Background: an optimization exercise with open tools, aiming at small area, a short achievable clock period and few clock cycles per item. Do not read the settings as production practice. At most, simulation tests tie the RTL to the original design; equivalence was not proved. For run 6, only the layout was checked, not whether the RTL still works. Power is estimated from default activity; no workload was simulated.

**flow/run.sh**
```bash
#!/bin/bash
set -euo pipefail
here=$(pwd)
dont_use=$(tr -s ' \n' ' ' < "$here/flow/dont_use.txt")
bash "$here/standard.sh" "DONT_USE_CELLS=$dont_use" finish > "$here/standard.log" 2>&1
```
**flow/dont_use.txt**
```
 sky130_fd_sc_hd__probe_p_8 sky130_fd_sc_hd__probec_p_8 sky130_fd_sc_hd__lpflow_bleeder_1 sky130_fd_sc_hd__lpflow_clkbufkapwr_1 sky130_fd_sc_hd__lpflow_clkbufkapwr_16 sky130_fd_sc_hd__lpflow_clkbufkapwr_2 sky130_fd_sc_hd__lpflow_clkbufkapwr_4 sky130_fd_sc_hd__lpflow_clkbufkapwr_8 sky130_fd_sc_hd__lpflow_clkinvkapwr_1 sky130_fd_sc_hd__lpflow_clkinvkapwr_16 sky130_fd_sc_hd__lpflow_clkinvkapwr_2 sky130_fd_sc_hd__lpflow_clkinvkapwr_4 sky130_fd_sc_hd__lpflow_clkinvkapwr_8 sky130_fd_sc_hd__lpflow_decapkapwr_12 sky130_fd_sc_hd__lpflow_decapkapwr_3 sky130_fd_sc_hd__lpflow_decapkapwr_4 sky130_fd_sc_hd__lpflow_decapkapwr_6 sky130_fd_sc_hd__lpflow_decapkapwr_8 sky130_fd_sc_hd__lpflow_inputiso0n_1 sky130_fd_sc_hd__lpflow_inputiso0p_1 sky130_fd_sc_hd__lpflow_inputiso1n_1 sky130_fd_sc_hd__lpflow_inputiso1p_1 sky130_fd_sc_hd__lpflow_inputisolatch_1 sky130_fd_sc_hd__lpflow_isobufsrc_1 sky130_fd_sc_hd__lpflow_isobufsrc_16 sky130_fd_sc_hd__lpflow_isobufsrc_2 sky130_fd_sc_hd__lpflow_isobufsrc_4 sky130_fd_sc_hd__lpflow_isobufsrc_8 sky130_fd_sc_hd__lpflow_isobufsrckapwr_16 sky130_fd_sc_hd__lpflow_lsbuf_lh_hl_isowell_tap_1 sky130_fd_sc_hd__lpflow_lsbuf_lh_hl_isowell_tap_2 sky130_fd_sc_hd__lpflow_lsbuf_lh_hl_isowell_tap_4 sky130_fd_sc_hd__lpflow_lsbuf_lh_isowell_4 sky130_fd_sc_hd__lpflow_lsbuf_lh_isowell_tap_1 sky130_fd_sc_hd__lpflow_lsbuf_lh_isowell_tap_2 sky130_fd_sc_hd__lpflow_lsbuf_lh_isowell_tap_4 # # Define fill cells export FILL_CELLS ?= sky130_fd_sc_hd__fill_1 sky130_fd_sc_hd__fill_2 sky130_fd_sc_hd__fill_4 sky130_fd_sc_hd__fill_8   sky130_fd_sc_hd__or3_1 sky130_fd_sc_hd__or3_2 sky130_fd_sc_hd__or3_4 sky130_fd_sc_hd__or3b_1 sky130_fd_sc_hd__or3b_2 sky130_fd_sc_hd__or3b_4 sky130_fd_sc_hd__or4_1 sky130_fd_sc_hd__or4_2 sky130_fd_sc_hd__or4_4 sky130_fd_sc_hd__or4b_1 sky130_fd_sc_hd__or4b_2 sky130_fd_sc_hd__or4b_4 sky130_fd_sc_hd__or4bb_1 sky130_fd_sc_hd__or4bb_2 sky130_fd_sc_hd__or4bb_4 sky130_fd_sc_hd__mux4_1 sky130_fd_sc_hd__mux4_2 sky130_fd_sc_hd__mux4_4 sky130_fd_sc_hd__clkdlybuf4s15_1 sky130_fd_sc_hd__clkdlybuf4s15_2 sky130_fd_sc_hd__clkdlybuf4s18_1 sky130_fd_sc_hd__clkdlybuf4s18_2 sky130_fd_sc_hd__clkdlybuf4s25_1 sky130_fd_sc_hd__clkdlybuf4s25_2 sky130_fd_sc_hd__clkdlybuf4s50_1 sky130_fd_sc_hd__clkdlybuf4s50_2
```
**standard.sh**
```bash
#!/bin/bash
# synth_recipe.tcl (not shown) runs the flow's synth.tcl, then flattens the netlist and writes it again
# the make line also repeats each setting of config.mk as NAME=value (left out here)
make -C /OpenROAD-flow-scripts/flow DESIGN_CONFIG=/design/flow/config.mk WORK_HOME=/design/flow/orfs CLKGATE_MAP_FILE= SYNTH_SCRIPT=/design/flow/synth_recipe.tcl "${@:-finish}"
```
**config.mk**
```make
export PLATFORM = sky130hd
export DESIGN_NAME = SME
export DESIGN_NICKNAME = SME
export VERILOG_FILES = /design/flow/design.v
export SDC_FILE = /design/flow/constraint.sdc
export NUM_CORES = 4
export LEC_CHECK = 0
export CAP_MARGIN = 20
export CORE_MARGIN = 2
export CORE_UTILIZATION = 40
export CTS_BUF_LIST = sky130_fd_sc_hd__clkbuf_16
export CTS_CLUSTER_DIAMETER = 90
export CTS_CLUSTER_SIZE = 28
export SETUP_SLACK_MARGIN = 4.6
export SLEW_MARGIN = 20
export TNS_END_PERCENT = 5
```
**constraint.sdc**
```tcl
create_clock -name core_clock -period 7.0 [get_ports {clk}]
set_input_delay 1.4000 -clock core_clock [delete_from_list [all_inputs] [get_ports {clk}]]
set_output_delay 1.4000 -clock core_clock [all_outputs]
set_load 0.01 [all_outputs]
```
**design.v**
```verilog
module SME(clk,reset,chardata,isstring,ispattern,valid,match,match_index);
integer i;
input clk;
input reset;
input [7:0] chardata;
input isstring;
input ispattern;
output reg match;
output reg [4:0] match_index;
output reg valid;
reg  [6:0]  s [0:31];
reg  [31:0] v;
reg  [31:0] D;
reg  [4:0]  q;
reg  [1:0]  Xh;       
reg  [2:0]  Xl;       
reg  [3:0]  Hgt;      
reg  [3:0]  Heq;      
reg  [7:0]  Lge;      
reg         isstring_R, ispattern_R, pwc;
wire [6:0] c         = chardata[6:0];
wire       newstring = isstring & ~isstring_R;
wire       isdot     = (c == 7'h2E);
wire       isdollar  = (c == 7'h24);
wire       iscaret   = (c == 7'h5E);
wire       init      = ~ispattern_R | pwc;    
function [15:0] xtab;    
	input [4:0] x;
	integer k;
	begin
		for (k = 0; k < 4; k = k + 1) begin
			xtab[k] = (k > x[4:3]);
			xtab[4 + k] = (k == x[4:3]);
		end
		for (k = 0; k < 8; k = k + 1) begin
			xtab[8 + k] = (k >= x[2:0]);
		end
	end
endfunction
wire [31:0] first, sp, M, Dn, G;
genvar g;
generate
for (g = 0; g < 32; g = g + 1) begin : pos
	localparam integer N = (g + 1) % 32;
	assign first[g] = (q == (g + 31) % 32);
	assign sp[g]    = ~s[g][6] & ~|s[g][4:0];
	assign M[g]     = v[g] & (isdot | (s[g] == c));
	assign G[g]     = Hgt[g / 8] | (Heq[g / 8] & Lge[g % 8]);
	assign Dn[g]    = isdollar ? (D[g] & (~v[N] | sp[N] | first[N]))
	                           : (M[N] & (init ? (~pwc | first[N] | sp[g]) : (D[g] & ~first[N])));
end
endgenerate
wire [31:0] hi = D & G;
function [5:0] pe32;    
	input [31:0] x;
	reg [15:0] a1; reg [15:0] i1;           
	reg [7:0]  a2; reg [15:0] i2;           
	reg [3:0]  a3; reg [11:0] i3;           
	reg [1:0]  a4; reg [7:0]  i4;
	integer k;
	begin
		for (k = 0; k < 16; k = k + 1) begin
			a1[k] = x[2*k] | x[2*k+1];
			i1[k] = ~x[2*k];
		end
		for (k = 0; k < 8; k = k + 1) begin
			a2[k] = a1[2*k] | a1[2*k+1];
			i2[2*k +: 2] = a1[2*k] ? {1'b0, i1[2*k]} : {1'b1, i1[2*k+1]};
		end
		for (k = 0; k < 4; k = k + 1) begin
			a3[k] = a2[2*k] | a2[2*k+1];
			i3[3*k +: 3] = a2[2*k] ? {1'b0, i2[4*k +: 2]} : {1'b1, i2[4*k+2 +: 2]};
		end
		for (k = 0; k < 2; k = k + 1) begin
			a4[k] = a3[2*k] | a3[2*k+1];
			i4[4*k +: 4] = a3[2*k] ? {1'b0, i3[6*k +: 3]} : {1'b1, i3[6*k+3 +: 3]};
		end
		pe32 = {a4[0] | a4[1], a4[0] ? {1'b0, i4[3:0]} : {1'b1, i4[7:4]}};
	end
endfunction
wire [5:0] pH = pe32(hi);
wire [5:0] pA = pe32(D);
wire [4:0] J  = pH[5] ? pH[4:0] : pA[4:0];
reg  [23:0] LT;       
always @* for (i = 0; i < 8; i = i + 1) LT[3*i +: 3] = i - Xl;
wire [2:0] lo = LT[3*J[2:0] +: 3];
wire       br = ~Lge[J[2:0]];
wire [1:0] h0 = J[4:3] - Xh;
wire [1:0] h1 = J[4:3] - Xh - 2'd1;
always @(posedge clk) begin
	for (i = 0; i < 31; i = i + 1)
		s[i] <= s[i+1];
	s[31] <= isstring ? c : s[0];
	v <= {isstring | v[0], v[31:1] & {31{~newstring}}};
	q <= newstring ? 5'd30 : q - 5'd1;
	if (init) begin
		Xh <= q[4:3];
		Xl <= q[2:0];
		{Lge, Heq, Hgt} <= xtab(q);
	end
	pwc <= ispattern & iscaret;
	isstring_R <= isstring;
	ispattern_R <= ispattern;
	D <= Dn;
	match <= pA[5];
	match_index <= {br ? h1 : h0, lo};
	valid <= ~reset & ispattern_R & ~ispattern;
end
endmodule
```
==> results of run 1 <==
==> worst max-delay path, delay by kind of cell (launching register included) <==
| kind | cells | cell delay, ns |
|---|---|---|
| AOI/OAI and AO/OA | 4 | 0.84 |
| DFF | 1 | 0.52 |
| buffers and inverters | 10 | 1.22 |
| xor gates and xnor gates | 2 | 0.39 |
==> power by group through the flow <==
| stage | logic (W) | clock network (W) | registers [W] |
|---|---|---|---|
| floorplan | 0.000371 | 0 | 0.00212 |
| global placement | 0.000410 | 0 | 0.00221 |
| detailed placement | 0.000416 | 0 | 0.00221 |
| CTS | 0.000471 | 0.00107 | 0.00215 |
| global route | 0.000534 | 0.00114 | 0.00217 |
| finish | 0.000485 | 0.00105 | 0.00215 |
==> metal layers <==
layer	part of all wire	GRT usage	wire length, µm
met5	0	0	0
met4	0.024	0.05056	780
met3	0.056	0.02720	1847
met2	0.44	0.3186	14740
met1	0.48	0.2788	15800
==> cells in the mapped netlist, drive strengths merged, types with 5 or more instances <==
| cell type | number |
|---|---|
| a22oi | 8 |
| edfxtp | 18 |
| o31ai | 5 |
| nor4 | 75 |
| and2 | 34 |
| mux2 | 7 |
| buf | 11 |
| a21oi | 48 |
| nand3 | 116 |
| dfxtp | 303 |
| nor2 | 61 |
| nand2 | 73 |
| a32oi | 6 |
| o2111ai | 32 |
| nand2b | 7 |
| nand4 | 34 |
| ha | 8 |
| xor2 | 99 |
| a211oi | 5 |
| o21ai | 58 |
| inv | 21 |
| xnor2 | 135 |
| a21o | 13 |
| nor2b | 9 |
| clkbuf | 59 |
==> final timing paths <==
kind | endpoint | cells after the start | slack (ns) | from
worst max-delay path | match_index[4] | 16 | 3.97 | Lge[4]
worst min-delay path | s[11][5] | 0 | 0.36 | s[12][5]
worst max register to register | match_index[4] | 16 | 3.97 | Lge[4]
worst min register to register | s[11][5] | 0 | 0.36 | s[12][5]
==> repair_timing <==
action / in CTS / in global routing
pin swaps: 11 / 13
gates cloned: 2 / 0
endpoints found under the setup margin: 55 / 79
buffers inserted: 39 / 15
resized for setup: 49 / 23
==> layout make-up <==
| cell class | instances | area, µm² |
|---|---|---|
| Inverter | 21 | 78.83 |
| Clock inverter | 5 | 56.30 |
| Timing Repair Buffer | 83 | 499.2 |
| Tap cell | 402 | 503.0 |
| Clock buffer | 17 | 425.4 |
| Sequential cell | 321 | 6606 |
| Multi-Input combinational cell | 885 | 6121 |
| Fill cell | 2970 | 17350 |
==> flip-flops by register name (all words and copies together), names as in the netlist, 2 cells and up <==
| signal | count |
|---|---|
| Hgt | 3 |
| Xh | 2 |
| D | 32 |
| Xl | 3 |
| s | 224 |
| Lge | 7 |
| match_index | 5 |
| v | 32 |
| Heq | 3 |
| q | 5 |
==> logic make-up after synthesis <==
logic type	Yosys count
AOI/OAI and AO/OA	210
xor gates and xnor gates	234
adders and majority gates	8
buffers and inverters	91
DFF	321
muxes	8
and+or+nand+nor	423
==> per-stage QoR <==
step	worst slack (ns)	utilization	cells	instance area, µm²	power [W]
after global placement	2.749	0.4189	1656	13250	0.002616
final	3.971	0.4517	1734	14290	0.003688
after detailed placement	2.717	0.4190	1656	13260	0.002623
after global routing	3.881	0.4517	1734	14290	0.003842
after CTS	4.152	0.4470	1719	14140	0.003692
after floorplan	4.419	-	1295	13020	0.002488
==> results.toml, run 1 <==
[run_status]
status = "timing/DRC/antenna clean"

[finish]
diodes = 0
area_delta_synth_final_pct = 11.13
drive_gt1_frac = 0.09159
num-nets-final = 1348
final_common_cell = "dfxtp_1"
final_cell_mix = "dfxtp_1, xnor2_1, nand3_1"

[power_and_ir_drop]
p_int_w = 0.002648
powerDensity_nw_per_um2 = 258.1
max-vdd-ir-drop_mv = 0.1302
combPwrFrac = 0.132
power.share.clock = 0.285
p_seq_frac = 0.583
p_sw_w = 0.001040
p_sw_frac = 0.2820
power.leakage_nw = 5.052

[synthesis]
synth_seq_cells = 321
synthCells = 1295
synth_mux_area_frac = 0.006909
synthDistinctLibCells = 68
syn_avg_cell_area_um2 = 9.929
ys.flop_type = "dfxtp_1"
seq_area_frac_synth = 0.5138
synth_fa_ha_area_frac = 0.007784
synth_edf_count = 18
synth_area_um2 = 12860
synth_compound_area_frac = 0.1128
synth-simple-area-share = 0.1702
synthXorXnorAreaFrac = 0.1594
yosysTopAreaCellShare = 0.4717
async_reset_ff_frac = 0
synthTopCellsByArea = "dfxtp_1, xnor2_1, xor2_1"
yosys.area.top_type = "dfxtp_1"
ys.warnings.count = 2
synth_top_family_by_area = "simple AND/OR/NAND/NOR gates"

[global_routing]
grt.overflow.total = 0
grt_pass1_wl_um = 52670
grt_use_total = 0.1975
grt_antenna_before_repair = 0
first_global_vias = 9347
grt_start_max_net_pins = 51

[setup_path]
critPathSlowestCell = "edfxtp_1"
crit_fanout = 5
cp_common_cell = "buf_1"
cp_slowest_stage_delay_ns = 0.52
cp.arrival_ns = 3.48
start_kind = "flip-flop"
required_ns = 7.45
worstPathCellList = "buf_6 -> o21ai_4 -> a41oi_4 -> a2111oi_4 -> buf_1 -> buf_1 -> buf_1 -> buf_1 -> buf_1 -> buf_1 -> buf_1 -> buf_1 -> buf_1 -> o21ai_2 -> xnor2_1 -> xnor2_1"
path_class = "reg -> reg"
end_kind = "flip-flop"

[route]
routed_wl_um = 33170
first_pass_iters = 5
drc = 0
vias_per_cell = 5.601
via_count = 9712
ant_nets = 0
dr.first_iter.drc_count = 882
wire_per_inst_um = 19.13

[cts]
ctsHoldBuffers = 0
cts_sinks = 321
cts_tree = "done"
clock_path_buffers = 3
clkTransAtPathRegs_ns = 0.11
cts_root_buf = "clkbuf_16"
clk_latency_ns = 0.52
h-tree-depth = 1
numCtsBuffers = 16

[floorplan]
ios = 19
initial_core_util = 0.4064
dieArea_um2 = 33600
coreArea_um2 = 31640
die_width_um = 183.3
rows = 65
fp.dieH_um = 183.3

[sta]
fin_tns_setup_ns = 0
finalHoldViolCount = 0
slew_violations = 0
finalClockSkew_ns = 0.01949
setup_viol = 0
slew_headroom = 0.2816
tightestPinTransition_ns = 1.078
period_needed_ns = 3.029
max_freq_ghz = 0.3301
post-route-period-util = 0.4328
holdWs_ns = 0.3636
rsz0062_at_grt = "true"

[flow_run]
cap_viol_max_count = 0

[placement]
portBuffers = 17
dp_hpwl_um = 22790
routabilityCongestion = 0.8529

[min_path]
min_path_type = "reg -> reg"
Testbench counts, summed over its fixed seeds: cycles 12,684, queries 1,536.
==> inputs of run 2 (changes only) <==
--- a/design.v
+++ b/design.v
@@ -15,6 +15,5 @@
 reg  [1:0]  Xh;       
 reg  [2:0]  Xl;       
-reg  [3:0]  Hgt;      
-reg  [3:0]  Heq;      
+reg  [31:0] G;        
 reg  [7:0]  Lge;      
 reg         isstring_R, ispattern_R, pwc;
@@ -25,18 +24,16 @@
 wire       iscaret   = (c == 7'h5E);
 wire       init      = ~ispattern_R | pwc;    
-function [15:0] xtab;    
+function [39:0] xtab;    
 	input [4:0] x;
 	integer k;
 	begin
-		for (k = 0; k < 4; k = k + 1) begin
-			xtab[k] = (k > x[4:3]);
-			xtab[4 + k] = (k == x[4:3]);
-		end
+		for (k = 0; k < 32; k = k + 1)
+			xtab[k] = (k >= x);
 		for (k = 0; k < 8; k = k + 1) begin
-			xtab[8 + k] = (k >= x[2:0]);
+			xtab[32 + k] = (k >= x[2:0]);
 		end
 	end
 endfunction
-wire [31:0] first, sp, M, Dn, G;
+wire [31:0] first, sp, M, Dn;
 genvar g;
 generate
@@ -46,10 +43,42 @@
 	assign sp[g]    = ~s[g][6] & ~|s[g][4:0];
 	assign M[g]     = v[g] & (isdot | (s[g] == c));
-	assign G[g]     = Hgt[g / 8] | (Heq[g / 8] & Lge[g % 8]);
 	assign Dn[g]    = isdollar ? (D[g] & (~v[N] | sp[N] | first[N]))
 	                           : (M[N] & (init ? (~pwc | first[N] | sp[g]) : (D[g] & ~first[N])));
 end
 endgenerate
-wire [31:0] hi = D & G;
+wire       match_n;
+wire [4:0] index_n;
+SME_result result (.D(D), .G(G), .Lge(Lge), .Xh(Xh), .Xl(Xl),
+                   .match(match_n), .index(index_n));
+always @(posedge clk) begin
+	for (i = 0; i < 31; i = i + 1)
+		s[i] <= s[i+1];
+	s[31] <= isstring ? c : s[0];
+	v <= {isstring | v[0], v[31:1] & {31{~newstring}}};
+	q <= newstring ? 5'd30 : q - 5'd1;
+	if (init) begin
+		Xh <= q[4:3];
+		Xl <= q[2:0];
+		{Lge, G} <= xtab(q);
+	end
+	pwc <= ispattern & iscaret;
+	isstring_R <= isstring;
+	ispattern_R <= ispattern;
+	D <= Dn;
+	match <= match_n;
+	match_index <= index_n;
+	valid <= ~reset & ispattern_R & ~ispattern;
+end
+endmodule
+module SME_result(D, G, Lge, Xh, Xl, match, index);
+input  [31:0] D;
+input  [31:0] G;
+input  [7:0]  Lge;
+input  [1:0]  Xh;
+input  [2:0]  Xl;
+output        match;
+output [4:0]  index;
+wire [31:0] hi;
+assign hi = D & G;
 function [5:0] pe32;    
 	input [31:0] x;
@@ -83,4 +112,5 @@
 wire [4:0] J  = pH[5] ? pH[4:0] : pA[4:0];
 reg  [23:0] LT;       
+integer i;
 always @* for (i = 0; i < 8; i = i + 1) LT[3*i +: 3] = i - Xl;
 wire [2:0] lo = LT[3*J[2:0] +: 3];
@@ -88,22 +118,5 @@
 wire [1:0] h0 = J[4:3] - Xh;
 wire [1:0] h1 = J[4:3] - Xh - 2'd1;
-always @(posedge clk) begin
-	for (i = 0; i < 31; i = i + 1)
-		s[i] <= s[i+1];
-	s[31] <= isstring ? c : s[0];
-	v <= {isstring | v[0], v[31:1] & {31{~newstring}}};
-	q <= newstring ? 5'd30 : q - 5'd1;
-	if (init) begin
-		Xh <= q[4:3];
-		Xl <= q[2:0];
-		{Lge, Heq, Hgt} <= xtab(q);
-	end
-	pwc <= ispattern & iscaret;
-	isstring_R <= isstring;
-	ispattern_R <= ispattern;
-	D <= Dn;
-	match <= pA[5];
-	match_index <= {br ? h1 : h0, lo};
-	valid <= ~reset & ispattern_R & ~ispattern;
-end
+assign match = pA[5];
+assign index = {br ? h1 : h0, lo};
 endmodule
--- a/config.mk
+++ b/config.mk
@@ -12,5 +12,7 @@
 export CTS_CLUSTER_DIAMETER = 90
 export CTS_CLUSTER_SIZE = 28
-export SETUP_SLACK_MARGIN = 4.6
+export SETUP_SLACK_MARGIN = 4.8
 export SLEW_MARGIN = 20
-export TNS_END_PERCENT = 5
+export SYNTH_HIERARCHICAL = 1
+export SYNTH_MINIMUM_KEEP_SIZE = 0
+export TNS_END_PERCENT = 2
==> run 2 against run 1 <==
  * Hold slack better by 0.0034 ns
  * Critical path depth is 6 lower
  * Sequential power is 9.8% higher
  * Sequential share of layout area is 0.87 points higher
  * Clock skew is 0.018 ns higher
  * Clock-buffer cell count stayed put
  * Global-route usage is 1.0 points higher
  * Setup slack better by 0.50 ns
  * Final cell count is 3.4% higher
  * Synthesized cell count is 1.1% higher
  * Fmax is 20% higher
  * Via count is 3.4% higher
  * Critical path type unchanged
  * Largest cell class unchanged
==> results.toml, run 2 <==
[flow_run]
cap_viol_max_count = 0

[global_routing]
grt_pass1_wl_um = 59000
grt.overflow.total = 0
grt_use_total = 0.2075
grt_antenna_before_repair = 0
grt_start_max_net_pins = 46
first_global_vias = 9827

[finish]
largest_reg_flops = 224
final_cell_mix = "dfxtp_1, xor2_1, xnor2_1"
drive_gt1_frac = 0.1136
area_delta_synth_final_pct = 11.69
largest_registers = "s (224), D (32), v (32)"
nFillCells = 3223
final_common_cell = "dfxtp_1"
diodes = 0
regMostFlops = "s"
regArea_um2 = 7397
final_area_um2 = 15710
multi_input_area_um2 = 6521
num-nets-final = 1353

[synthesis]
synthTopCellsByArea = "dfxtp_1, edfxtp_1, xor2_1"
ys.flop_type = "dfxtp_1"
async_reset_ff_frac = 0
synth_area_um2 = 14060
synthDistinctLibCells = 81
synth_common_cells = "dfxtp_1, xor2_1, xnor2_1"
yosysTopAreaCellShare = 0.4314
seq_area_frac_synth = 0.5232
synth_edf_count = 43
synth.most_common_cell = "dfxtp_1"
synthCells = 1309
synth_seq_cells = 346
ys.warnings.count = 9
yosys.area.top_type = "dfxtp_1"
syn_avg_cell_area_um2 = 10.74

[cts]
cts_sinks = 346
clk_latency_ns = 0.54
cts_root_buf = "clkbuf_16"
h-tree-depth = 1
ctsHoldBuffers = 0
clkTransAtPathRegs_ns = 0.11
numCtsBuffers = 17
cts_tree = "done"
clock_path_buffers = 3

[route]
wire_per_inst_um = 21.13
via_count = 10044
drc = 0
ant_nets = 0
vias_per_cell = 5.602
first_pass_iters = 5
dr.first_iter.drc_count = 734
routed_wl_um = 37880

[power_and_ir_drop]
total_power_w = 0.004066
p_sw_w = 0.001182
p_sw_frac = 0.2907
max-vdd-ir-drop_mv = 0.1792
combPwrFrac = 0.145
p_seq_frac = 0.580
power.share.clock = 0.275
power.leakage_nw = 5.809
powerDensity_nw_per_um2 = 258.9
p_int_w = 0.002884

[run_status]
status = "timing/DRC/antenna clean"

[setup_path]
startpoint = "G[24]"
end_kind = "flip-flop"
worstReg2RegStart = "G[24]"
crit_fanout = 5
start_kind = "flip-flop"
required_ns = 7.42
r2r_slack_ns = 4.47
cp.arrival_ns = 2.95
path_class = "reg -> reg"
r2r_end = "match_index[4]"
r2r_cells = 10
endpoint = "match_index[4]"

[floorplan]
initial_core_util = 0.4071
rows = 68
dieArea_um2 = 36670
fp.dieH_um = 191.5
coreArea_um2 = 34540
die_width_um = 191.5
ios = 19

[sta]
period_needed_ns = 2.532
post-route-period-util = 0.3617
finalClockSkew_ns = 0.03733
rsz0062_at_grt = "true"
slew_violations = 0
holdWs_ns = 0.3669
finalHoldViolCount = 0
slew_headroom = 0.4519
tightestPinTransition_ns = 0.8203
fin_tns_setup_ns = 0
setup_viol = 0
max_freq_ghz = 0.3950
fin_ws_ns = 4.468

[placement]
routabilityCongestion = 0.8526
dp_hpwl_um = 25280
portBuffers = 17
place_area_um2 = 14460
pre_cts_ws_ns = 2.429

[min_path]
min_path_type = "reg -> reg"
## run 2: kinds of logic (layout without fill, tap and decap cells)
| logic type | count (synthesis) | count (layout) | synth area share |
|---|---|---|---|
| and+or+nand+nor | 363 | 366 | 0.1471 |
| DFF | 346 | 346 | 0.5232 |
| AOI/OAI and AO/OA | 241 | 241 | 0.1326 |
| xor gates and xnor gates | 234 | 234 | 0.1458 |
| buffers and inverters | 100 | 125 | 0.03186 |
| muxes | 16 | 16 | 0.01210 |
| adders and majority gates | 8 | 8 | 0.007119 |
| other | 1 | 2 | 0.0002667 |
## run 2: power by group through the flow
| stage | Combinational [W] | Sequential (W) | Clock (W) |
|---|---|---|---|
| after floorplan | 0.000442 | 0.00233 | 0 |
| after global placement | 0.000549 | 0.00240 | 0 |
| after detailed placement | 0.000555 | 0.00240 | 0 |
| after CTS | 0.000583 | 0.00235 | 0.00114 |
| after global routing | 0.000646 | 0.00238 | 0.00121 |
| final | 0.000590 | 0.00236 | 0.00112 |
## run 2: stage by stage
step,util,instances
4_1_cts,0.4521,1785
5_1_grt,0.4547,1793
6_report,0.4547,1793
3_3_place_gp,0.4186,1730
2_1_floorplan,-,1310
3_5_place_dp,0.4187,1730
## run 2: how the worst min path moves through the flow
stage	from	end	slack, ns	depth (start not counted)
after CTS	s[11][4]	s[10][4]	0.37	0
after global routing	s[11][4]	s[10][4]	0.38	0
after global placement	s[10][5]	s[9][5]	0.36	0
final	s[8][1]	s[7][1]	0.37	0
after floorplan	s[14][5]	s[13][5]	0.35	0
after detailed placement	s[10][5]	s[9][5]	0.36	0
## run 2: area by class of cell
class | instances | area share
sequential | 346 | 0.4710
clock inverter | 7 | 0.004461
tap | 455 | 0.03625
multi-input combinational | 867 | 0.4152
timing repair buffer | 68 | 0.03776
inverter | 33 | 0.008206
clock buffer | 17 | 0.02709
## run 2: modules after synthesis, one instance, submodules excluded
module	cell area (µm²)	flops+latches	copies in the design
SME	12960	346	1
SME_result	1096	0	1
## run 2: timing repair
item,CTS,global route
setup buffers,26,8
resized for setup,111,16
endpoints found under the setup margin,117,103
cloned,5,0
pin swaps,18,9
## run 2: per-layer routing
layer,vias up,track usage,routed length (µm)
li1,4750,-,-
met1,4958,0.3008,17990
met2,289,0.3317,17240
met3,47,0.02662,2032
met4,0,0.03994,610
met5,-,0,0
## run 2: worst max-delay path, stage by stage (launching register included)
cell	delay, ns
edfxtp_1	0.43
a22o_1	0.25
a221o_1	0.37
buf_2	0.18
nor3_4	0.23
a21oi_2	0.08
o211ai_1	0.22
ha_1	0.31
o211ai_1	0.11
o22ai_1	0.12
xnor2_1	0.13
Testbench counts of run 2, summed over its fixed seeds: cycles 12,684, queries 1,536.
==> inputs of run 3 (changes only) <==
--- a/config.mk
+++ b/config.mk
@@ -6,4 +6,5 @@
 export NUM_CORES = 4
 export LEC_CHECK = 0
+export ABC_AREA = 1
 export CAP_MARGIN = 20
 export CORE_MARGIN = 2
@@ -12,7 +13,7 @@
 export CTS_CLUSTER_DIAMETER = 90
 export CTS_CLUSTER_SIZE = 28
-export SETUP_SLACK_MARGIN = 4.8
+export SETUP_SLACK_MARGIN = 4.6
 export SLEW_MARGIN = 20
 export SYNTH_HIERARCHICAL = 1
 export SYNTH_MINIMUM_KEEP_SIZE = 0
-export TNS_END_PERCENT = 2
+export TNS_END_PERCENT = 5
==> run 3 against run 2 <==
  * Sequential power is essentially flat
  * Routed wire length grew 19%
  * Clock power grew 9.8%
  * Clock skew shrank 0.015 ns
  * Clock-buffer cell count grew 2
  * Global-route usage grew 1.1 points
  * Largest cell class unchanged
  * Critical path depth shrank 9
  * Register-to-register slack gained 0.22 ns
  * Core utilization shrank 1.3 points
  * Combinational power grew 5.8%
  * Power grew 3.9%
  * Hold slack lost 0.013 ns
==> results.toml, run 3 <==
[synthesis]
synth_seq_cells = 346
synthCells = 2288
seq_area_frac_synth = 0.4660
synth.most_common_cell = "nand2_1"
synth_mux_area_frac = 0
synthDistinctLibCells = 43
syn_avg_cell_area_um2 = 6.900
yosysTopAreaCellShare = 0.3842
yosys.area.top_type = "dfxtp_1"
synth-simple-area-share = 0.3705
ys.warnings.count = 9
async_reset_ff_frac = 0
synth_compound_area_frac = 0.03796
synth_top_family_by_area = "simple AND/OR/NAND/NOR gates"
synth_area_um2 = 15790
synth_fa_ha_area_frac = 0.006340
synth_edf_count = 43
synthTopCellsByArea = "dfxtp_1, nand2_1, edfxtp_1"
ys.flop_type = "dfxtp_1"
synth_common_cells = "nand2_1, dfxtp_1, nor2_1"
synthXorXnorAreaFrac = 0.02663

[finish]
final_area_um2 = 17140
regMostFlops = "s"
num-nets-final = 2317
final_core_util = 0.4414
largest_reg_flops = 224
area_delta_synth_final_pct = 8.559
drive_gt1_frac = 0.06247
final_common_cell = "nand2_1"
largest_registers = "s (224), D (32), v (32)"
diodes = 0
final_cell_mix = "nand2_1, dfxtp_1, nor2_1"

[min_path]
min_path_type = "reg -> reg"
hold_start = "s[4][0]"
hold_end = "s[3][0]"
whs_path_depth = 0

[sta]
fin_tns_setup_ns = 0
finalClockSkew_ns = 0.02223
rsz0062_at_grt = "true"
slew_violations = 0
period_needed_ns = 2.397
slew_headroom = 0.4607
finalHoldViolCount = 0
tightestPinTransition_ns = 0.8079
post-route-period-util = 0.3424
setup_viol = 0
max_freq_ghz = 0.4172

[setup_path]
start_kind = "flip-flop"
path_class = "reg -> out"
critPathSlowestCell = "dfxtp_1"
cp_slowest_stage_delay_ns = 0.33
end_kind = "output port"
r2r_slack_ns = 4.69
critical_path_depth = 1
cp_top_family = "flip-flops"
required_ns = 5.60
worstPathCellList = "buf_1"
worstReg2RegStart = "q[1]"
crit_fanout = 1
r2r_cells = 8
cp_num_buf_inv = 1
r2r_end = "G[8]"
cp.arrival_ns = 1.00

[floorplan]
dieArea_um2 = 41080
rows = 72
ios = 19
fp.dieH_um = 202.7
coreArea_um2 = 38830
initial_core_util = 0.4066
die_width_um = 202.7

[global_routing]
first_global_vias = 12820
grt_use_total = 0.2189
grt_antenna_before_repair = 0
grt_start_max_net_pins = 46
grt.overflow.total = 0
grt_pass1_wl_um = 70820

[cts]
cts_tree = "done"
clock_path_buffers = 3
numCtsBuffers = 18
cts_root_buf = "clkbuf_16"
clkTransAtPathRegs_ns = 0.11
h-tree-depth = 1
cts_sinks = 346
clk_latency_ns = 0.53

[placement]
routabilityCongestion = 0.8877
dp_hpwl_um = 31260
place_area_um2 = 16220
portBuffers = 17

[route]
vias_per_cell = 4.813
drc = 0
via_count = 13588
ant_nets = 0
routed_wl_um = 45050
first_pass_iters = 6
dr.first_iter.drc_count = 1072
wire_per_inst_um = 15.96

[power_and_ir_drop]
power.leakage_nw = 8.644
powerDensity_nw_per_um2 = 246.6
max-vdd-ir-drop_mv = 0.1591

[run_status]
status = "timing/DRC/antenna clean"

[flow_run]
cap_viol_max_count = 0
run 3: kinds of logic (layout without fill, tap and decap cells):
family,Yosys count,in the layout
other,1,2
AOI/OAI and AO/OA,107,107
and+or+nand+nor,1423,1426
xor gates and xnor gates,48,48
adders and majority gates,8,8
buffers and inverters,355,368
DFF,346,346
run 3: worst reg2reg max path, delay by kind of cell (launching register included):
| kind | cells | cell delay, ns |
|---|---|---|
| AND/OR/NAND/NOR | 2 | 0.52 |
| buffers and inverters | 4 | 0.56 |
| flip-flops | 1 | 0.50 |
| adder cells (fa/ha/maj) | 1 | 0.26 |
| AO/OA/AOI/OAI | 1 | 0.25 |
run 3: routing by layer:
metal,vias to the layer above,share of wire,track usage
li1,6957,-,-
met1,6215,0.48,0.3107
met2,373,0.45,0.3515
met3,43,0.061,0.03274
met4,0,0.016,0.04953
met5,-,0,0
run 3: worst max-delay path by stage:
stage	startpoint	end
after detailed placement	chardata[6]	D[11]
after global routing	D[16]	match_index[4]
after floorplan	chardata[6]	D[11]
after global placement	chardata[6]	D[17]
after CTS	chardata[6]	D[17]
final	match_index[1]	match_index[1]
run 3: repair_timing:
item / in CTS / in global routing
cloned: 4 / 0
setup buffers: 11 / 7
gates resized for setup: 49 / 22
pin swaps: 4 / 2
hold buffers: 0 / 0
endpoints found under the setup margin: 57 / 43
run 3: cell type report:
cell class | count | area (µm²)
multi-input cells | 1591 | 7048
fillers | 3908 | 21690
inverters | 285 | 1111
clock buffers | 19 | 475.5
well taps | 518 | 648.1
flip-flops and latches | 346 | 7362
clock inverters | 9 | 92.59
repair buffers | 54 | 394.1
repair inverters | 1 | 7.507
run 3: power breakdown:
group | leakage (nW) | switching, W | internal, W
clock | 0.285 | 0.000709 | 0.000522
combinational | 5.40 | 0.000428 | 0.000196
sequential | 2.96 | 0.000168 | 0.00220
run 3: modules after synthesis, one instance, submodules excluded:
| module | flops+latches | cells | copies in the design | cell area [µm²] |
|---|---|---|---|---|
| SME | 346 | 2031 | 1 | 14470 |
| SME_result | 0 | 257 | 1 | 1318 |
run 3: stage by stage:
step,cells,worst slack (ns),hold WS (ns),power (W)
2_1_floorplan,2289,4.628,0.3499,0.002811
3_3_place_gp,2772,2.210,0.3526,0.002999
3_5_place_dp,2773,2.484,0.3583,0.003013
4_1_cts,2816,4.496,0.3604,0.004241
5_1_grt,2823,4.532,0.3608,0.004422
6_report,2823,4.603,0.3537,0.004226
==> inputs of run 4 (changes only) <==
--- a/config.mk
+++ b/config.mk
@@ -6,5 +6,4 @@
 export NUM_CORES = 4
 export LEC_CHECK = 0
-export ABC_AREA = 1
 export CAP_MARGIN = 20
 export CORE_MARGIN = 2
==> run 4 against run 3 <==
  * Still clean
  * Sequential cell count is the same
  * Critical path depth increased by 6
  * Non-clock buffer count decreased by 2
  * Final cell count shrank 37%
  * Fmax fell by 4.8%
  * Design area down 9.5%
  * Largest power group unchanged
==> results.toml, run 4 <==
[synthesis]
syn_avg_cell_area_um2 = 10.74
async_reset_ff_frac = 0
synth_area_um2 = 14060
seq_area_frac_synth = 0.5232
synth_common_cells = "dfxtp_1, xor2_1, xnor2_1"
synthCells = 1309
synthDistinctLibCells = 81
ys.warnings.count = 9
synth_edf_count = 43
ys.flop_type = "dfxtp_1"
yosysTopAreaCellShare = 0.4314
yosys.area.top_type = "dfxtp_1"
synth.most_common_cell = "dfxtp_1"
synth_seq_cells = 346
synthTopCellsByArea = "dfxtp_1, edfxtp_1, xor2_1"

[floorplan]
ios = 19
die_width_um = 191.5
initial_core_util = 0.4071
dieArea_um2 = 36670
coreArea_um2 = 34540
fp.dieH_um = 191.5
rows = 68

[power_and_ir_drop]
total_power_w = 0.004060
powerDensity_nw_per_um2 = 261.9
power.leakage_nw = 5.735
max-vdd-ir-drop_mv = 0.1627

[sta]
setup_viol = 0
period_needed_ns = 2.519
tightestPinTransition_ns = 0.9652
post-route-period-util = 0.3599
slew_violations = 0
finalHoldViolCount = 0
finalClockSkew_ns = 0.02524
rsz0062_at_grt = "true"
slew_headroom = 0.3566
fin_tns_setup_ns = 0
max_freq_ghz = 0.3970
fin_ws_ns = 4.481

[finish]
regMostFlops = "s"
drive_gt1_frac = 0.1136
diodes = 0
final_core_util = 0.4488
largest_registers = "s (224), D (32), v (32)"
stdcell_count = 1775
final_cell_mix = "dfxtp_1, xor2_1, xnor2_1"
num-nets-final = 1335
final_common_cell = "dfxtp_1"
largest_reg_flops = 224
area_delta_synth_final_pct = 10.26

[route]
vias_per_cell = 5.620
ant_nets = 0
first_pass_iters = 5
routed_wl_um = 37360
wire_per_inst_um = 21.05
drc = 0
dr.first_iter.drc_count = 664
via_count = 9976

[setup_path]
r2r_cells = 9
worstReg2RegStart = "D[17]"
start_kind = "primary input"
cp.arrival_ns = 2.96
cp_num_buf_inv = 3
cp_slowest_stage_delay_ns = 0.45
path_class = "in -> reg"
required_ns = 7.44
r2r_end = "match_index[3]"
critPathSlowestCell = "nor4b_4"
cp_top_family = "buffers and inverters"
crit_fanout = 14
r2r_slack_ns = 4.55
end_kind = "flip-flop"
cp_common_cell = "buf_2"
worstPathCellList = "clkbuf_8 -> nor4b_4 -> buf_2 -> buf_2 -> nand3_1 -> a31o_2 -> o41ai_2"

[placement]
portBuffers = 17
dp_cells = 1732
routabilityCongestion = 0.9063
pre_cts_ws_ns = 2.975
dp_hpwl_um = 25190

[min_path]
whs_path_depth = 0
hold_end = "s[16][5]"
hold_start = "s[17][5]"
min_path_type = "reg -> reg"

[global_routing]
first_global_vias = 9800
grt.overflow.total = 0
grt_pass1_wl_um = 57770
grt.met2_usage = 0.3171
grtUsageMet1 = 0.2926
grt_use_total = 0.2031
grt_busiest_layer = "met2"
grt_antenna_before_repair = 0
use_met3 = 0.02956
grt_start_max_net_pins = 53

[cts]
cts_root_buf = "clkbuf_16"
ctsHoldBuffers = 0
h-tree-depth = 1
clock_path_buffers = 3
numCtsBuffers = 17
cts_sinks = 346
cts_tree = "done"
clk_latency_ns = 0.53
clkTransAtPathRegs_ns = 0.11

[flow_run]
cap_viol_max_count = 0

[run_status]
status = "timing/DRC/antenna clean"
## run 4: layer usage
| layer | vias to the layer above | wire length [µm] |
|---|---|---|
| met2 | 249 | 16700 |
| met5 | - | 0 |
| met4 | 0 | 820 |
| li1 | 4706 | - |
| met1 | 4968 | 18050 |
| met3 | 53 | 1789 |
## run 4: worst max-delay path by stage
stage,start,to,slack (ns),cells after the start
global route,D[17],match_index[3],4.39,9
detailed placement,chardata[2],D[0],2.98,5
floorplan,chardata[6],D[20],4.29,7
finish,chardata[0],D[21],4.48,7
CTS,D[20],match_index[3],4.33,9
global placement,chardata[2],D[0],2.97,5
## run 4: timing repair
| item | 4_1_cts | 5_1_grt |
|---|---|---|
| setup buffers | 6 | 12 |
| pin swaps | 2 | 12 |
| endpoints found under the setup margin | 78 | 96 |
| gates cloned | 1 | 0 |
| gates resized for setup | 44 | 69 |
## run 4: cell families (layout without fill, tap and decap cells)
kind of cell             after synthesis  in the layout  share of synthesized area
AND/OR/NAND/NOR                      363            364                     0.1471
flip-flops                           346            346                     0.5232
AO/OA/AOI/OAI                        241            241                     0.1326
XOR/XNOR                             234            234                     0.1458
buffers and inverters                100            109                    0.03186
multiplexers                          16             16                    0.01210
adder cells (fa/ha/maj)                8              8                   0.007119
other                                  1              2                  0.0002667
## run 4: layout make-up
cell class                      count  area (µm²)
Inverter                           33       128.9
Timing Repair Buffer               52       399.1
Sequential cell                   346        7395
Clock inverter                      7       65.06
Multi-Input combinational cell    865        6521
Fill cell                        3246       19040
Clock buffer                       17       425.4
Tap cell                          455       569.3
## run 4: worst reg2reg max path: stages, from the launching register on
cell and delay [ns]:
dfxtp_2 0.42, nor4_4 0.36, o41ai_4 0.17, a2111oi_4 0.39, o31ai_2 0.11, a21oi_4 0.25
mux2i_1 0.21, mux2i_1 0.11, mux2i_1 0.21, xnor2_1 0.15
## run 4: stage by stage
step           cell area [µm²]  hold slack (ns)
2_1_floorplan            14150           0.3487
3_3_place_gp             14470           0.3557
3_5_place_dp             14470           0.3569
4_1_cts                  15160           0.3624
5_1_grt                  15500           0.3690
6_report                 15500           0.3620
## run 4: Yosys stat by module (local to each module, per instance)
module	cell area (µm²)	cells
SME	12960	1153
SME_result	1096	156
## run 4: power breakdown
part | internal [W] | switching [W] | total [W]
Combinational | 0.000220 | 0.000373 | 0.000593
Clock | 0.000463 | 0.000650 | 0.00111
Sequential | 0.00219 | 0.000162 | 0.00236
==> inputs of run 5 (changes only) <==
--- a/config.mk
+++ b/config.mk
@@ -8,8 +8,9 @@
 export CAP_MARGIN = 20
 export CORE_MARGIN = 2
-export CORE_UTILIZATION = 40
+export CORE_UTILIZATION = 55
 export CTS_BUF_LIST = sky130_fd_sc_hd__clkbuf_16
 export CTS_CLUSTER_DIAMETER = 90
 export CTS_CLUSTER_SIZE = 28
+export PLACE_DENSITY = 0.7
 export SETUP_SLACK_MARGIN = 4.6
 export SLEW_MARGIN = 20
==> run 5 against run 4 <==
  * Still clean
  * Final cell count is 7.2% lower
  * Critical path depth is 1 lower
  * Area after synthesis stayed put
  * Largest cell class unchanged
==> results.toml, run 5 <==
[run_status]
status = "timing/DRC/antenna clean"

[setup_path]
cp_top_family = "compound AO/OA/AOI/OAI gates"
worstPathCellList = "clkbuf_8 -> buf_6 -> xor2_1 -> nor4_1 -> a41oi_1 -> o41ai_2"
r2r_slack_ns = 4.48
cp_slowest_stage_delay_ns = 0.34
path_class = "in -> reg"
crit_fanout = 19
required_ns = 7.44
cp_num_buf_inv = 2
start_kind = "primary input"
cp.arrival_ns = 2.99
end_kind = "flip-flop"
critPathSlowestCell = "o41ai_2"

[sta]
fin_tns_setup_ns = 0
slew_headroom = 0.3164
setup_viol = 0
finalClockSkew_ns = 0.01811
finalHoldViolCount = 0
max_freq_ghz = 0.3918
slew_violations = 0
tightestPinTransition_ns = 1.024
post-route-period-util = 0.3646
period_needed_ns = 2.552
rsz0062_at_grt = "true"

[finish]
final_area_um2 = 15250
diodes = 0
stdcell_count = 1648
regMostFlops = "s"
regArea_um2 = 7378
multi_input_area_um2 = 6467
num-nets-final = 1334
nFillCells = 2119
largest_reg_flops = 224
drive_gt1_frac = 0.1002
largest_registers = "s (224), D (32), v (32)"
final_common_cell = "dfxtp_1"
area_delta_synth_final_pct = 8.427
final_cell_mix = "dfxtp_1, xor2_1, xnor2_1"

[route]
vias_per_cell = 6.066
wire_per_inst_um = 22.13
drc = 0
ant_nets = 0
routed_wl_um = 36470
first_pass_iters = 5
via_count = 9996
dr.first_iter.drc_count = 911

[cts]
numCtsBuffers = 16
cts_root_buf = "clkbuf_16"
cts_tree = "done"
ctsHoldBuffers = 0
cts_sinks = 346
clk_latency_ns = 0.53
clock_path_buffers = 3
clkTransAtPathRegs_ns = 0.12
h-tree-depth = 1

[min_path]
min_path_type = "reg -> reg"

[synthesis]
syn_avg_cell_area_um2 = 10.74
seq_area_frac_synth = 0.5232
synthCells = 1309
synth_edf_count = 43
synth.most_common_cell = "dfxtp_1"
ys.flop_type = "dfxtp_1"
synth_common_cells = "dfxtp_1, xor2_1, xnor2_1"
synthDistinctLibCells = 81
async_reset_ff_frac = 0
ys.warnings.count = 9
yosys.area.top_type = "dfxtp_1"
synth_seq_cells = 346
yosysTopAreaCellShare = 0.4314
synth_area_um2 = 14060
synthTopCellsByArea = "dfxtp_1, edfxtp_1, xor2_1"

[power_and_ir_drop]
max-vdd-ir-drop_mv = 0.2400
power.leakage_nw = 5.693
powerDensity_nw_per_um2 = 265.0
total_power_w = 0.004040

[global_routing]
grt_antenna_before_repair = 0
grt_start_max_net_pins = 56
grt_use_total = 0.2732
first_global_vias = 9765
grt_pass1_wl_um = 57000
grt.overflow.total = 0

[placement]
dp_hpwl_um = 24330
routabilityCongestion = 0.9062
dp_cells = 1604
place_area_um2 = 14310
portBuffers = 17

[floorplan]
coreArea_um2 = 25110
die_width_um = 163.9
rows = 58
dieArea_um2 = 26860
fp.dieH_um = 163.9
ios = 19
initial_core_util = 0.5600

[flow_run]
cap_viol_max_count = 0
## run 5: path summary, 6_finish.rpt
check,start,endpoint,depth (start not counted)
setup / recovery,chardata[2],D[10],6
hold / removal,s[26][5],s[25][5],0
setup reg to reg,D[26],match_index[4],9
hold reg to reg,s[26][5],s[25][5],0
## run 5: per-stage QoR
step	setup WS, ns	hold slack [ns]	util
6_report	4.448	0.3581	0.6072
5_1_grt	4.361	0.3794	0.6072
4_1_cts	4.328	0.3691	0.5975
3_5_place_dp	3.021	0.3552	0.5698
3_3_place_gp	3.045	0.3542	0.5698
2_1_floorplan	4.292	0.3487	-
## run 5: kinds of logic after synthesis
family	count (synthesis)	share of synthesized area
buffers and inverters	100	0.03186
flip-flops	346	0.5232
AO/OA/AOI/OAI	241	0.1326
XOR/XNOR	234	0.1458
AND/OR/NAND/NOR	363	0.1471
other	1	0.0002667
multiplexers	16	0.01210
adder cells (fa/ha/maj)	8	0.007119
## run 5: report_power, final
part	leakage, nW	internal (W)	switching, W
clock	0.238	0.000468	0.000633
sequential	2.95	0.00219	0.000183
combinational	2.50	0.000218	0.000343
total	5.69	0.00288	0.00116
## run 5: per-layer routing
layer	GRT usage	vias to the layer above	routed length, µm
met3	0.02374	54	1762
met5	0	-	0
met4	0.07576	0	1019
met1	0.4048	4968	17380
li1	-	4693	-
met2	0.4288	281	16310
## run 5: repair_timing
item / in CTS / in global routing
endpoints found under the setup margin: 80 / 79
cloned: 1 / 0
resized for setup: 41 / 48
buffers inserted: 10 / 11
pin swaps: 1 / 13
## run 5: area by class of cell
type                       instances  share of cell area
clock buffer                      18             0.02954
timing repair buffer              52             0.02561
sequential                       346              0.4840
multi-input combinational        865              0.4242
clock inverter                     4            0.001477
inverter                          33            0.008125
tap                              330             0.02708
## run 5: worst reg2reg max path, delay by kind of cell, from the launching register on
kind / cells / cell delay [ns]
AO/OA/AOI/OAI: 5 / 1.19
flip-flops: 1 / 0.44
XOR/XNOR: 1 / 0.10
AND/OR/NAND/NOR: 1 / 0.35
multiplexers: 2 / 0.35
## run 5: modules after synthesis (local to each module, per instance)
module	cells	area [µm²]	flip-flops and latches	times used
SME	1153	12960	346	1
SME_result	156	1096	0	1
==> inputs of run 6 (changes only) <==
--- a/design.v
+++ b/design.v
@@ -20,6 +20,4 @@
 wire [6:0] c         = chardata[6:0];
 wire       newstring = isstring & ~isstring_R;
-wire       isdot     = (c == 7'h2E);
-wire       isdollar  = (c == 7'h24);
 wire       iscaret   = (c == 7'h5E);
 wire       init      = ~ispattern_R | pwc;    
@@ -35,14 +33,21 @@
 	end
 endfunction
-wire [31:0] first, sp, M, Dn;
+wire [31:0] first, Dn;
 genvar g;
 generate
 for (g = 0; g < 32; g = g + 1) begin : pos
-	localparam integer N = (g + 1) % 32;
 	assign first[g] = (q == (g + 31) % 32);
-	assign sp[g]    = ~s[g][6] & ~|s[g][4:0];
-	assign M[g]     = v[g] & (isdot | (s[g] == c));
-	assign Dn[g]    = isdollar ? (D[g] & (~v[N] | sp[N] | first[N]))
-	                           : (M[N] & (init ? (~pwc | first[N] | sp[g]) : (D[g] & ~first[N])));
+end
+for (g = 0; g < 4; g = g + 1) begin : grp
+	wire [62:0] sg;
+	wire [8:0]  vg, fg;
+	genvar k;
+	for (k = 0; k < 9; k = k + 1) begin : sl
+		assign sg[7*k +: 7] = s[(8*g + k) % 32];
+		assign vg[k] = v[(8*g + k) % 32];
+		assign fg[k] = first[(8*g + k) % 32];
+	end
+	SME_slots slots (.c(c), .s(sg), .v(vg), .first(fg), .D(D[8*g +: 8]), .init(init),
+	                 .pwc(pwc), .Dn(Dn[8*g +: 8]));
 end
 endgenerate
@@ -121,2 +126,26 @@
 assign index = {br ? h1 : h0, lo};
 endmodule
+module SME_slots(c, s, v, first, D, init, pwc, Dn);
+input  [6:0]  c;
+input  [62:0] s;
+input  [8:0]  v;
+input  [8:0]  first;
+input  [7:0]  D;
+input         init;
+input         pwc;
+output [7:0]  Dn;
+wire       isdot    = (c == 7'h2E);
+wire       isdollar = (c == 7'h24);
+wire [8:0] sp, M;
+genvar g;
+generate
+for (g = 0; g < 9; g = g + 1) begin : pos
+	assign sp[g] = ~s[7*g + 6] & ~|s[7*g +: 5];
+	assign M[g]  = v[g] & (isdot | (s[7*g +: 7] == c));
+end
+for (g = 0; g < 8; g = g + 1) begin : upd
+	assign Dn[g] = isdollar ? (D[g] & (~v[g+1] | sp[g+1] | first[g+1]))
+	                        : (M[g+1] & (init ? (~pwc | first[g+1] | sp[g]) : (D[g] & ~first[g+1])));
+end
+endgenerate
+endmodule
--- a/config.mk
+++ b/config.mk
@@ -8,9 +8,8 @@
 export CAP_MARGIN = 20
 export CORE_MARGIN = 2
-export CORE_UTILIZATION = 55
+export CORE_UTILIZATION = 40
 export CTS_BUF_LIST = sky130_fd_sc_hd__clkbuf_16
 export CTS_CLUSTER_DIAMETER = 90
 export CTS_CLUSTER_SIZE = 28
-export PLACE_DENSITY = 0.7
 export SETUP_SLACK_MARGIN = 4.6
 export SLEW_MARGIN = 20
==> run 6 against run 5 <==
  * Via count decreased by 2.6%
  * Hold slack gained 0.010 ns
  * Non-clock buffer count increased by 4
  * Power fell by 1.0%
  * Combinational power fell by 8.4%
  * Final cell count up 8.6%
  * Critical path type is now reg -> reg
  * Critical endpoint is now match_index[3]
  * Largest cell class unchanged
==> results.toml, run 6 <==
[sta]
slew_violations = 0
finalClockSkew_ns = 0.01875
rsz0062_at_grt = "true"
slew_headroom = 0.3238
finalHoldViolCount = 0
setup_viol = 0
tightestPinTransition_ns = 1.014
period_needed_ns = 2.681
holdWs_ns = 0.3683
post-route-period-util = 0.3829
max_freq_ghz = 0.3731
fin_tns_setup_ns = 0

[cts]
clkTransAtPathRegs_ns = 0.10
cts_root_buf = "clkbuf_16"
clk_latency_ns = 0.53
cts_sinks = 346
clock_path_buffers = 3
h-tree-depth = 1
numCtsBuffers = 17
cts_tree = "done"

[setup_path]
cp.arrival_ns = 3.13
cp_slowest_stage_delay_ns = 0.38
critPathSlowestCell = "nor4_4"
start_kind = "flip-flop"
cp_common_cell = "a2111oi_4"
path_class = "reg -> reg"
crit_fanout = 6
worstPathCellList = "nor4_4 -> buf_2 -> buf_1 -> clkbuf_2 -> nand3_4 -> a2111oi_4 -> o311a_1 -> nor2_4 -> a2111oi_4 -> nand4bb_1 -> xnor2_1"
required_ns = 7.45
end_kind = "flip-flop"

[flow_run]
cap_viol_max_count = 0

[global_routing]
grtUsageMet1 = 0.2652
grt_busiest_layer = "met2"
first_global_vias = 9774
use_met3 = 0.02510
grt_start_max_net_pins = 41
grt_pass1_wl_um = 55690
grt.met2_usage = 0.2923
grt_use_total = 0.1846
grt.overflow.total = 0
grt_antenna_before_repair = 0

[synthesis]
synth_common_cells = "dfxtp_1, xor2_1, xnor2_1"
synthTopCellsByArea = "dfxtp_1, edfxtp_1, xor2_1"
synth_seq_cells = 346
synthCells = 1304
syn_avg_cell_area_um2 = 10.99
seq_area_frac_synth = 0.5134
yosys.area.top_type = "dfxtp_1"
synth.most_common_cell = "dfxtp_1"
synth_edf_count = 43
async_reset_ff_frac = 0
ys.flop_type = "dfxtp_1"
ys.warnings.count = 9
synth_area_um2 = 14330
yosysTopAreaCellShare = 0.4233
synthDistinctLibCells = 76

[floorplan]
coreArea_um2 = 35400
rows = 69
ios = 19
dieArea_um2 = 37350
die_width_um = 193.3
fp.dieH_um = 193.3
initial_core_util = 0.4048

[finish]
drive_gt1_frac = 0.1114
nFillCells = 3367
area_delta_synth_final_pct = 8.828
diodes = 0
regMostFlops = "s"
largest_reg_flops = 224
final_common_cell = "dfxtp_1"
final_cell_mix = "dfxtp_1, xor2_1, xnor2_1"
num-nets-final = 1344
largest_registers = "s (224), D (32), v (32)"

[run_status]
status = "timing/DRC/antenna clean"

[route]
vias_per_cell = 5.445
wire_per_inst_um = 19.90
drc = 0
first_pass_iters = 7
dr.first_iter.drc_count = 573
via_count = 9741
routed_wl_um = 35600
ant_nets = 0

[power_and_ir_drop]
power.leakage_nw = 5.603
max-vdd-ir-drop_mv = 0.1738
powerDensity_nw_per_um2 = 256.5

[placement]
dp_hpwl_um = 24430
routabilityCongestion = 0.8475
portBuffers = 17

[min_path]
min_path_type = "reg -> reg"
## run 6: path summary, 6_finish.rpt
check                           depth (start not counted)  slack, ns    start             end
worst max-delay path                                   11       4.32    D[11]  match_index[3]
worst min register to register                          0       0.37  s[4][5]         s[3][5]
worst min-delay path                                    0       0.37  s[4][5]         s[3][5]
worst max register to register                         11       4.32    D[11]  match_index[3]
## run 6: per-module statistics from Yosys, one instance, submodules excluded
module | flops+latches | times used
SME | 346 | 1
SME_slots | 0 | 4
SME_result | 0 | 1
## run 6: final cells by class
cell class | count | area, µm² | share of cell area
Inverter | 54 | 202.7 | 0.01300
Sequential cell | 346 | 7398 | 0.4744
Timing Repair Buffer | 56 | 312.8 | 0.02006
Multi-Input combinational cell | 849 | 6614 | 0.4241
Tap cell | 461 | 576.8 | 0.03699
Clock buffer | 17 | 425.4 | 0.02728
Clock inverter | 6 | 63.81 | 0.004092
## run 6: cells by family (layout without fill, tap and decap cells)
logic type,Yosys count,after routing,share of synthesized area
buffers and inverters,111,133,0.04584
AOI/OAI and AO/OA,245,245,0.1337
DFF,346,346,0.5134
xor gates and xnor gates,234,234,0.1430
adders and majority gates,8,8,0.006986
and+or+nand+nor,349,350,0.1491
other,1,2,0.0002617
muxes,10,10,0.007685
## run 6: critical path: cells and delay by family (launching register included)
kind	cells	cell delay (ns)
AO/OA/AOI/OAI	3	0.90
AND/OR/NAND/NOR	4	0.74
buffers and inverters	3	0.46
flip-flops	1	0.37
XOR/XNOR	1	0.12
## run 6: metal layers
layer  wire (µm)  vias up
li1            -     4726
met1       17560     4782
met2       15780      184
met3        1401       49
met4         862        0
met5           0        -
## run 6: through the flow
stage,util,instance area (µm²),setup slack [ns],power [W],instances
after floorplan,-,14390,4.589,0.002745,1305
after global routing,0.4405,15590,4.225,0.004156,1789
final,0.4405,15590,4.319,0.003999,1789
after detailed placement,0.4127,14610,2.992,0.002906,1735
after CTS,0.4340,15360,4.375,0.004007,1771
after global placement,0.4127,14610,3.025,0.002900,1735
## run 6: report_power, final
group | switching, W | total [W] | leakage (nW) | internal, W
Clock | 0.000655 | 0.00112 | 0.243 | 0.000462
Combinational | 0.000322 | 0.000514 | 2.40 | 0.000192
Sequential | 0.000176 | 0.00237 | 2.96 | 0.00219
Total | 0.00115 | 0.00400 | 5.60 | 0.00285
## run 6: timing repair
action,4_1_cts,5_1_grt
hold buffers,0,0
buffers inserted,12,18
pin swaps,13,9
gates resized for setup,60,36
endpoints found under the setup margin,45,75
gates cloned,1,0

## afterwards: timing with drivers on the ports
Ports are ideal in the flow. The routed layouts listed here were re-timed in OpenROAD. Step 1 sets driving cells, clkbuf_16 on the clock port and buf_2 on the other inputs (assumed; they add their load-dependent delay and slew). Step 2 times the ports against the registers' clock, not the clock port: input delays grow and output delays shrink by t, the midpoint of the rising clock arrivals with the driver on. Slacks: ideal ports / drivers / drivers and shift; pairs: ideal ports / drivers.
| run | t, ns | slack for setup (ns) | slew at the worst register clock pin (ns) | worst data-port slew with drivers (ns) |
|---|---|---|---|---|
| run 1 | 0.552 | 3.971 / 3.971 / 3.743 | 0.11 / 0.11 | 0.04 |
| run 2 | 0.571 | 4.468 / 4.468 / 3.928 | 0.11 / 0.11 | 0.12 |
| run 3 | 0.575 | 4.603 / 4.549 / 4.058 | 0.11 / 0.11 | 0.07 |
| run 4 | 0.568 | 4.481 / 4.503 / 3.935 | 0.11 / 0.11 | 0.04 |
| run 5 | 0.577 | 4.448 / 4.467 / 3.890 | 0.12 / 0.12 | 0.07 |
| run 6 | 0.570 | 4.319 / 4.319 / 3.843 | 0.11 / 0.11 | 0.05 |
After both steps setup and hold are still met in every run listed. The setup slack of run 5, which loses most, moves by +0.019 ns with the drivers and by -0.558 ns with both steps.
